Context: an optimization exercise on an open-source flow, tuned for small area, a short achievable clock period and few clock cycles per item. The choices shown serve that exercise and are no tape-out recipe.
Where RTL was checked, it was by simulation tests only, not by an equivalence proof against the original.

// fft16
module fft16 (
    input  wire              clk,
    input  wire              rst_n,
    input  wire              start,
    input  wire signed [8:0] din_i,
    input  wire signed [8:0] din_q,
    output wire              ready,
    output wire              dout_valid,
    output wire signed [8:0] dout_i,
    output wire signed [8:0] dout_q
);
Size: roughly 4,100 cells after synthesis, about 41 I/O pins.
==> module fft_mpart, before the edit <==
module fft_mpart #(parameter HAS_F = 1) (
    input  wire               clk,
    input  wire signed [10:0] t,
    input  wire signed [16:0] e,
    input  wire               k0,
    input  wire               k1,
    input  wire               kg,
    input  wire               kf,
    input  wire               ng,
    output reg  signed [8:0]  y
);
wire signed [18:0] te = t;
wire signed [18:0] ee = e;
wire f = HAS_F ? kf : 1'b0;
wire [7:0]  kc = k0 ? (ng ? 8'd192 : 8'd65) :
                 k1 ? (ng ? 8'd192 : 8'd64) :
                 kg ? (ng ? 8'd157 : 8'd66) :
                      (ng ? 8'd183 : 8'd65);
wire [18:0] s1 = (f | kg) ? (te <<< 6) : (te <<< 7);
wire [18:0] s2 = f ? ~(te <<< 4) : kg ? (te <<< 5) : k0 ? ~te : 19'd0;
wire [18:0] s3 = f ? te : kg ? ~(te <<< 2) : 19'd0;
wire [18:0] s4 = f ? ee : kg ? ~te : 19'd0;
wire [18:0] a1, b1, a2, b2, r1, r2;
fft_csa c1 (.x(s1), .y(s2), .z(s3), .s(a1), .c(b1));
fft_csa c2 (.x(a1), .y(b1), .z(s4), .s(a2), .c(b2));
fft_csa c3 (.x(a2), .y(b2), .z({11'd0, kc}), .s(r1), .c(r2));
wire [4:0]  lo = {1'b0, r1[3:0]} + {1'b0, r2[3:0]};
wire [2:0]  gg = r1[6:4] & r2[6:4];
wire [2:0]  pp = r1[6:4] | r2[6:4];
reg  [10:0] h1_r, h2_r;
reg         glo_r, ghi_r, phi_r;
always @(posedge clk) begin
    h1_r  <= r1[17:7];
    h2_r  <= r2[17:7];
    glo_r <= lo[4];
    ghi_r <= gg[2] | (pp[2] & gg[1]) | (pp[2] & pp[1] & gg[0]);
    phi_r <= &pp;
end
wire        lc = ghi_r | (phi_r & glo_r);
wire [10:0] ph = h1_r + h2_r + {10'd0, lc};
wire signed [8:0] ys;
fft_sat #(.W(11)) s (.x(ph), .y(ys));
always @(posedge clk) y <= ys;
endmodule
Settings: LEC_CHECK=0, CAP_MARGIN=20, CORE_MARGIN=2, CORE_UTILIZATION=65, CTS_BUF_LIST=sky130_fd_sc_hd__clkbuf_16, CTS_CLUSTER_DIAMETER=100, CTS_CLUSTER_SIZE=30, PLACE_DENSITY=0.75, SLEW_MARGIN=20; clock period 10.0 ns.
standard.sh (not shown) runs the stock make flow with config.mk's settings and CLKGATE_MAP_FILE= SYNTH_SCRIPT=/design/flow/synth_recipe.tcl, a recipe that flattens the netlist after the stock synthesis.
==> flow/flow/run.sh <==
#!/bin/bash
# The standard layout (the standard.sh: unchanged synthesis and steps),
# with the port buffers made of sky130_fd_sc_hd__buf_2 cells instead of the
# delay-buffer cells buffer_ports picks by default, and timing repair asked
# to leave a setup margin of 6.9 ns (the clock period stays 10 ns).
export BUFFER_PORTS_ARGS="-buffer_cell sky130_fd_sc_hd__buf_2"
export SETUP_SLACK_MARGIN=6.9
bash standard.sh > standard.log 2>&1
Testbench counts at the start, summed over its fixed seeds: cycles 6,368, frames 384.
Change:
--- a/flow/design.v
+++ b/flow/design.v
@@ -110,10 +110,10 @@
 wire f = HAS_F ? kf : 1'b0;
 wire [7:0]  kc = k0 ? (ng ? 8'd192 : 8'd65) :
                  k1 ? (ng ? 8'd192 : 8'd64) :
-                 kg ? (ng ? 8'd157 : 8'd66) :
+                 kg ? (ng ? 8'd158 : 8'd67) :
                       (ng ? 8'd183 : 8'd65);
-wire [18:0] s1 = (f | kg) ? (te <<< 6) : (te <<< 7);
-wire [18:0] s2 = f ? ~(te <<< 4) : kg ? (te <<< 5) : k0 ? ~te : 19'd0;
+wire [18:0] s1 = f ? (te <<< 6) : (te <<< 7);
+wire [18:0] s2 = f ? ~(te <<< 4) : kg ? ~(te <<< 5) : k0 ? ~te : 19'd0;
 wire [18:0] s3 = f ? te : kg ? ~(te <<< 2) : 19'd0;
 wire [18:0] s4 = f ? ee : kg ? ~te : 19'd0;
 wire [18:0] a1, b1, a2, b2, r1, r2;
What happened: Design area came out lower by 2.4%; final cell count came out lower by 2.4%; setup slack degrades by 0.045 ns; sequential share of layout area came out higher by 0.81 points; count of clock-buffer cells in the layout came out lower by 1; clock skew came out higher by 0.0065 ns; utilization came out lower by 0.22 points; wire length came out lower by 3.6%; via count came out lower by 2.3%; synthesized cell count came out lower by 2.6%.
Testbench counts after the change, summed over its fixed seeds: cycles 6,368, frames 384.

* * *

rev 12:
Another version of the RTL of fft16 (not shown whole).
Size in the first run: about 4200 cells after synthesis, ~660 flip-flops, roughly 0.038 mm^2 of cells after synthesis.
## fft16
module fft16 (
    input  wire              clk,
    input  wire              rst_n,
    input  wire              start,
    input  wire signed [8:0] din_i,
    input  wire signed [8:0] din_q,
    output wire              ready,
    output wire              dout_valid,
    output wire signed [8:0] dout_i,
    output wire signed [8:0] dout_q
);
==> module fft_mpart, before the edit <==
module fft_mpart #(parameter HAS_F = 1) (
    input  wire               clk,
    input  wire signed [10:0] t,
    input  wire signed [16:0] e,
    input  wire               k0,
    input  wire               k1,
    input  wire               kg,
    input  wire               kf,
    input  wire               ng,
    output reg  signed [8:0]  y
);
wire signed [18:0] te = t;
wire signed [18:0] ee = e;
wire f = HAS_F ? kf : 1'b0;
wire [7:0]  kc = k0 ? (ng ? 8'd192 : 8'd65) :
                 k1 ? (ng ? 8'd192 : 8'd64) :
                 kg ? (ng ? 8'd157 : 8'd66) :
                      (ng ? 8'd183 : 8'd65);
wire [18:0] s1 = (f | kg) ? (te <<< 6) : (te <<< 7);
wire [18:0] s2 = f ? ~(te <<< 4) : kg ? (te <<< 5) : k0 ? ~te : 19'd0;
wire [18:0] s3 = f ? te : kg ? ~(te <<< 2) : 19'd0;
wire [18:0] s4 = f ? ee : kg ? ~te : 19'd0;
wire [18:0] a1, b1, a2, b2, r1, r2;
fft_csa c1 (.x(s1), .y(s2), .z(s3), .s(a1), .c(b1));
fft_csa c2 (.x(a1), .y(b1), .z(s4), .s(a2), .c(b2));
fft_csa c3 (.x(a2), .y(b2), .z({11'd0, kc}), .s(r1), .c(r2));
wire [7:0]  lo = {1'b0, r1[6:0]} + {1'b0, r2[6:0]};
reg  [10:0] h1_r, h2_r;
reg         lc_r;
always @(posedge clk) begin
    h1_r <= r1[17:7];
    h2_r <= r2[17:7];
    lc_r <= lo[7];
end
wire [10:0] ph = h1_r + h2_r + {10'd0, lc_r};
wire signed [8:0] ys;
fft_sat #(.W(11)) s (.x(ph), .y(ys));
always @(posedge clk) y <= ys;
endmodule
export LEC_CHECK = 0
export CAP_MARGIN = 20
export CORE_MARGIN = 2
export CORE_UTILIZATION = 55
export CTS_BUF_LIST = sky130_fd_sc_hd__clkbuf_8
export CTS_CLUSTER_DIAMETER = 60
export CTS_CLUSTER_SIZE = 16
export SLEW_MARGIN = 20
create_clock -name core_clock -period 10.0 [get_ports {clk}]
Scripts as last shown in full above: flow/flow/run.sh
Inputs modified between rev 12 and rev 13:
diff --git a/flow/design.v b/flow/design.v
--- a/flow/design.v
+++ b/flow/design.v
@@ -113,23 +113,24 @@
                  kg ? (ng ? 8'd157 : 8'd66) :
                       (ng ? 8'd183 : 8'd65);
-wire [18:0] s1 = (f | kg) ? (te <<< 6) : (te <<< 7);
+wire [18:0] s1 = ((f | kg) ? (te <<< 6) : (te <<< 7)) | {13'd0, kc[5:0]};
 wire [18:0] s2 = f ? ~(te <<< 4) : kg ? (te <<< 5) : k0 ? ~te : 19'd0;
 wire [18:0] s3 = f ? te : kg ? ~(te <<< 2) : 19'd0;
 wire [18:0] s4 = f ? ee : kg ? ~te : 19'd0;
-wire [18:0] a1, b1, a2, b2, r1, r2;
+wire [18:0] a1, b1, r1, r2;
 fft_csa c1 (.x(s1), .y(s2), .z(s3), .s(a1), .c(b1));
-fft_csa c2 (.x(a1), .y(b1), .z(s4), .s(a2), .c(b2));
-fft_csa c3 (.x(a2), .y(b2), .z({11'd0, kc}), .s(r1), .c(r2));
-wire [7:0]  lo = {1'b0, r1[6:0]} + {1'b0, r2[6:0]};
-reg  [10:0] h1_r, h2_r;
-reg         lc_r;
+fft_csa c2 (.x(a1), .y(b1), .z(s4), .s(r1), .c(r2));
+wire [8:0]  lo = {2'b0, r1[6:0]} + {2'b0, r2[6:0]} + {2'b0, kc[6], 6'd0};
+reg  [11:0] h1_r, h2_r;
+reg  [1:0]  lc_r;
+reg         k7_r;
 always @(posedge clk) begin
-    h1_r <= r1[17:7];
-    h2_r <= r2[17:7];
-    lc_r <= lo[7];
+    h1_r <= r1[18:7];
+    h2_r <= r2[18:7];
+    lc_r <= lo[8:7];
+    k7_r <= kc[7];
 end
-wire [10:0] ph = h1_r + h2_r + {10'd0, lc_r};
+wire [11:0] ph = h1_r + h2_r + ({10'd0, lc_r} + {11'd0, k7_r});
 wire signed [8:0] ys;
-fft_sat #(.W(11)) s (.x(ph), .y(ys));
+fft_sat #(.W(12)) s (.x(ph), .y(ys));
 always @(posedge clk) y <= ys;
 endmodule
==> run notes <==
- Critical path startpoint: ready_r$_DFF_PN0_ -> rev 12, u_tw3.kg_r$_DFF_P_ -> rev 13
- Changes observed in rev 13 relative to rev 12: global-route met1 utilization lost 0.59 points; worst setup slack before clock tree synthesis fell 0.049 ns.
- Shortest period the worst path allows | rev 13 above rev 12
Function was not checked in any run of this note: the RTL went through the layout flow alone.

* * *

## run 2
RTL: one of the versions met above, not the one the previous note started from.
Size: roughly 660 flip-flops, ~41 I/O pins, ~38,000 um2 of cells after synthesis.
==> module fft16, before the edit <==
module fft16 (
    input  wire              clk,
    input  wire              rst_n,
    input  wire              start,
    input  wire signed [8:0] din_i,
    input  wire signed [8:0] din_q,
    output wire              ready,
    output wire              dout_valid,
    output wire signed [8:0] dout_i,
    output wire signed [8:0] dout_q
);
localparam OFF_M1 = 1;             
localparam OFF_W1 = 3;             
localparam OFF_S2 = 10;            
localparam OFF_M2 = 12;            
localparam OFF_W2 = 16;            
localparam OFF_S3 = 18;            
localparam OFF_M3 = 20;            
localparam OFF_S4 = 24;            
localparam OFF_Y4 = 27;            
localparam Q  = OFF_Y4 / 16;
localparam SM = OFF_Y4 % 16;
reg  [3:0] cnt;
reg        ready_r;
reg        dv_r;
reg  [Q+1:0] hist;                 
wire       acc    = start & (cnt == 4'd15);    
wire [3:0] cnt_n  = cnt + 4'd1;
wire [Q+1:0] hist_n = (cnt == 4'd15) ? {hist[Q:0], acc} : hist;
wire       dv_n   = (cnt_n >= SM) ? hist_n[Q] : hist_n[Q+1];
always @(posedge clk or negedge rst_n) begin
    if (!rst_n) begin
        cnt     <= 4'd0;
        hist    <= {(Q+2){1'b0}};
    end else begin
        cnt     <= cnt_n;
        hist    <= hist_n;
    end
end
always @(posedge clk) begin
    ready_r <= rst_n & (cnt == 4'd14);
    dv_r    <= rst_n & dv_n;
end
assign ready      = ready_r;
assign dout_valid = dv_r;
wire [3:0] nw1 = cnt_n - OFF_W1;
wire [3:0] ns2 = cnt_n - OFF_S2;
wire [3:0] nw2 = cnt_n - OFF_W2;
wire [3:0] ns3 = cnt_n - OFF_S3;
wire [3:0] ns4 = cnt_n - OFF_S4;
wire [3:0] m1  = cnt - OFF_M1;     
wire [3:0] m2  = cnt - OFF_M2;
wire [3:0] m3  = cnt - OFF_M3;
reg c1, xc1, c2, xc2, c3, c4;
always @(posedge clk) begin
    c1  <= cnt_n[0];
    xc1 <= nw1[3] & ~nw1[0];
    c2  <= ns2[1];
    xc2 <= nw2[2] & ~nw2[1];
    c3  <= ns3[1];
    c4  <= ns4[0];
end
reg signed [8:0] x0_i, x0_q;
always @(posedge clk) begin
    x0_i <= din_i;
    x0_q <= din_q;
end
wire signed [9:0] b1_i, b1_q;
fft_sdf #(.D(1)) u_s1 (.clk(clk), .c(c1), .x_i(x0_i), .x_q(x0_q), .y_i(b1_i), .y_q(b1_q));
reg signed [9:0] o1_i, o1_q;
reg              o1_n4;
always @(posedge clk) begin
    o1_i  <= b1_i;
    o1_q  <= b1_q;
    o1_n4 <= m1[0] & m1[1];
end
wire signed [8:0] y1_i_c, y1_q_c;
fft_tw04 u_tw1 (.n4(o1_n4), .u(o1_i), .v(o1_q), .y_i(y1_i_c), .y_q(y1_q_c));
reg signed [8:0] y1_i, y1_q;
always @(posedge clk) begin
    y1_i <= y1_i_c;
    y1_q <= y1_q_c;
end
wire [17:0] w1;
fft_swap #(.L(7)) u_w1 (.clk(clk), .xc(xc1), .d({y1_i, y1_q}), .q(w1));
wire signed [9:0] b2_i, b2_q;
fft_sdf #(.D(2)) u_s2 (.clk(clk), .c(c2), .x_i(w1[17:9]), .x_q(w1[8:0]), .y_i(b2_i), .y_q(b2_q));
wire       p2_2 = m2[2], p2_1 = m2[1], p2_0 = m2[3];
reg signed [9:0] o2_i, o2_q;
reg        [1:0] o2_sel, o2_k;
reg              o2_ngq;
always @(posedge clk) begin
    o2_i   <= b2_i;
    o2_q   <= b2_q;
    o2_sel <= p2_2 ? {p2_0, p2_1} : 2'd0;
    o2_ngq <= p2_2 & p2_1;
    o2_k   <= p2_2 ? (p2_0 ? 2'd2 : {1'b0, p2_1}) : 2'd0;
end
wire signed [8:0] y2_i, y2_q;
fft_tw2 u_tw2 (.clk(clk), .u(o2_i), .v(o2_q), .sel(o2_sel), .ngq(o2_ngq), .k(o2_k), .y_i(y2_i), .y_q(y2_q));
wire [17:0] w2;
fft_swap #(.L(2)) u_w2 (.clk(clk), .xc(xc2), .d({y2_i, y2_q}), .q(w2));
wire signed [9:0] b3_i, b3_q;
fft_sdf #(.D(2)) u_s3 (.clk(clk), .c(c3), .x_i(w2[17:9]), .x_q(w2[8:0]), .y_i(b3_i), .y_q(b3_q));
wire [2:0] n3  = m3[0] ? {m3[1], m3[2], m3[3]} : 3'd0;
wire       k3  = (n3[1:0] == 2'd3);
wire       g3  = (n3[1:0] != 2'd0);
wire       sw3 = n3[2] ^ k3;             
reg signed [9:0] o3_i, o3_q;
reg              o3_gen, o3_sgi, o3_ngi, o3_ngq;
reg        [1:0] o3_k;
always @(posedge clk) begin
    o3_i   <= sw3 ? b3_q : b3_i;
    o3_q   <= sw3 ? b3_i : b3_q;
    o3_gen <= g3;
    o3_sgi <= n3[2];
    o3_ngi <= n3[2] & k3;
    o3_ngq <= n3[2] | k3;
    o3_k   <= g3 ? {1'b1, n3[0]} : {1'b0, n3[2]};
end
wire signed [8:0] y3_i, y3_q;
fft_tw3 u_tw3 (.clk(clk), .ai(o3_i), .aq(o3_q), .gen(o3_gen), .sgi(o3_sgi),
               .ngi(o3_ngi), .ngq(o3_ngq), .k(o3_k), .y_i(y3_i), .y_q(y3_q));
wire signed [9:0] b4_i, b4_q;
fft_sdf #(.D(1)) u_s4 (.clk(clk), .c(c4), .x_i(y3_i), .x_q(y3_q), .y_i(b4_i), .y_q(b4_q));
reg signed [9:0] o4_i, o4_q;
always @(posedge clk) begin
    o4_i <= b4_i;
    o4_q <= b4_q;
end
wire signed [8:0] y4_i_c, y4_q_c;
fft_t0 u_t4i (.x(o4_i), .y(y4_i_c));
fft_t0 u_t4q (.x(o4_q), .y(y4_q_c));
reg signed [8:0] y4_i, y4_q;
always @(posedge clk) begin
    y4_i <= y4_i_c;
    y4_q <= y4_q_c;
end
assign dout_i = y4_i;
assign dout_q = y4_q;
endmodule
Settings: LEC_CHECK=0, CAP_MARGIN=20, CORE_MARGIN=2, CORE_UTILIZATION=55, CTS_BUF_LIST=sky130_fd_sc_hd__clkbuf_8, CTS_CLUSTER_DIAMETER=60, CTS_CLUSTER_SIZE=16, SLEW_MARGIN=20; clock period 10.0 ns.
Scripts as last shown in full above: flow/flow/run.sh
The final layout from run 2, which completed every stage, passed the timing, design-rule and antenna checks at the end of the flow.
Testbench counts of run 2, summed over its fixed seeds: cycles 6,368, frames 384.
[inputs] run 4 vs run 2
-- flow/design.v --
<<< run 2, line 113
                 kg ? (ng ? 8'd157 : 8'd66) :
                      (ng ? 8'd183 : 8'd65);
wire [18:0] s1 = (f | kg) ? (te <<< 6) : (te <<< 7);
wire [18:0] s2 = f ? ~(te <<< 4) : kg ? (te <<< 5) : k0 ? ~te : 19'd0;
wire [18:0] s3 = f ? te : kg ? ~(te <<< 2) : 19'd0;
wire [18:0] s4 = f ? ee : kg ? ~te : 19'd0;
wire [18:0] a1, b1, a2, b2, r1, r2;
fft_csa c1 (.x(s1), .y(s2), .z(s3), .s(a1), .c(b1));
fft_csa c2 (.x(a1), .y(b1), .z(s4), .s(a2), .c(b2));
fft_csa c3 (.x(a2), .y(b2), .z({11'd0, kc}), .s(r1), .c(r2));
wire [4:0]  lo = {1'b0, r1[3:0]} + {1'b0, r2[3:0]};
wire [2:0]  gg = r1[6:4] & r2[6:4];
wire [2:0]  pp = r1[6:4] | r2[6:4];
reg  [10:0] h1_r, h2_r;
reg         glo_r, ghi_r, phi_r;
always @(posedge clk) begin
    h1_r  <= r1[17:7];
    h2_r  <= r2[17:7];
    glo_r <= lo[4];
    ghi_r <= gg[2] | (pp[2] & gg[1]) | (pp[2] & pp[1] & gg[0]);
    phi_r <= &pp;
end
wire        lc = ghi_r | (phi_r & glo_r);
wire [10:0] ph = h1_r + h2_r + {10'd0, lc};
wire signed [8:0] ys;
fft_sat #(.W(11)) s (.x(ph), .y(ys));
>>> run 4, line 113
                 kg ? (ng ? 8'd157 : 8'd66) :
                      (ng ? 8'd183 : 8'd65);
wire [18:0] s1 = ((f | kg) ? (te <<< 6) : (te <<< 7)) | {13'd0, kc[5:0]};
wire [18:0] s2 = f ? ~(te <<< 4) : kg ? (te <<< 5) : k0 ? ~te : 19'd0;
wire [18:0] s3 = f ? te : kg ? ~(te <<< 2) : 19'd0;
wire [18:0] s4 = f ? ee : kg ? ~te : 19'd0;
wire [18:0] a1, b1, r1, r2;
fft_csa c1 (.x(s1), .y(s2), .z(s3), .s(a1), .c(b1));
fft_csa c2 (.x(a1), .y(b1), .z(s4), .s(r1), .c(r2));
wire [7:0]  lo = {1'b0, r1[6:0]} + {1'b0, r2[6:0]};
wire [1:0]  lc = {1'b0, lo[7]} + {1'b0, kc[6] & lo[6]};    
reg  [10:0] h1_r, h2_r;
reg  [1:0]  lc_r;
reg         k7_r;
always @(posedge clk) begin
    h1_r <= r1[17:7];
    h2_r <= r2[17:7];
    lc_r <= lc;
    k7_r <= kc[7];
end
wire [10:0] ph = h1_r + h2_r + ({9'd0, lc_r} + {10'd0, k7_r});
wire signed [8:0] ys;
fft_sat #(.W(11)) s (.x(ph), .y(ys));
<<< run 2, line 239
reg        dv_r;
reg  [Q+1:0] hist;                 
wire       acc    = start & (cnt == 4'd15);    
wire [3:0] cnt_n  = cnt + 4'd1;
wire [Q+1:0] hist_n = (cnt == 4'd15) ? {hist[Q:0], acc} : hist;
>>> run 4, line 236
reg        dv_r;
reg  [Q+1:0] hist;                 
wire       acc    = start & ready_r;
wire [3:0] cnt_n  = cnt + 4'd1;
wire [Q+1:0] hist_n = (cnt == 4'd15) ? {hist[Q:0], acc} : hist;
<<< run 2, line 246
    if (!rst_n) begin
        cnt     <= 4'd0;
        hist    <= {(Q+2){1'b0}};
    end else begin
        cnt     <= cnt_n;
        hist    <= hist_n;
    end
end
always @(posedge clk) begin
    ready_r <= rst_n & (cnt == 4'd14);
    dv_r    <= rst_n & dv_n;
end
assign ready      = ready_r;
>>> run 4, line 243
    if (!rst_n) begin
        cnt     <= 4'd0;
        ready_r <= 1'b0;
        dv_r    <= 1'b0;
        hist    <= {(Q+2){1'b0}};
    end else begin
        cnt     <= cnt_n;
        ready_r <= (cnt == 4'd14);
        dv_r    <= dv_n;
        hist    <= hist_n;
    end
end
assign ready      = ready_r;
Cmp run 2 and run 4 / compound-gate portion of the synthesized area / higher: run 4. Setup slack after layout on run 4 is down relative to run 2. Looking at buffering stage count on the worst path with inverters included across run 2 and run 4, the one that comes out lower is run 2. Of run 2 and run 4, the run reporting the higher sequential share of layout area was run 2. Against run 2, run 4 comes in 2 higher on number of antenna violations at the first check in global routing. For run 4, the critical path capture point was u_tw3.m_i.lc_r[0]$_DFF_P_, unlike run 2, where it was ready. Run 4: count of clock-net buffers in the final layout about 1.5% above run 2.
Only the layout flow was run in run 4; the RTL was not checked for function there.

## what the ideal ports hide
In the flow no input, the clock included, has a driving cell. The finished layouts below were timed again as built, in two steps. Step 1, drivers: a clkbuf_16 drives clk and a buf_2 each remaining input, both assumed. Step 2 adds t to the input delays and takes it off the output delays; t is the mean of the earliest and latest rising clock arrival at the registers after step 1. Input paths then give back, and output paths get back, about the clock's delay inside the block. Three values: ideal, step 1, step 2; two values: the first two.
run | t (ns) | slack for setup (ns) | worst data-port slew with drivers (ns)
the first run of note 1 | 0.667 | 6.924 / 6.863 / 6.953 | 0.10
the second run of note 1 | 0.670 | 6.880 / 6.816 / 6.986 | 0.04
rev 12 | 0.781 | 6.668 / 6.603 / 6.669 | 0.10
rev 13 | 0.782 | 6.584 / 6.584 / 6.584 | 0.10
run 2 | 0.766 | 6.779 / 6.717 / 7.019 | 0.06
run 4 | 0.765 | 6.579 / 6.579 / 6.579 | 0.09
After both steps every run listed still meets setup and hold.
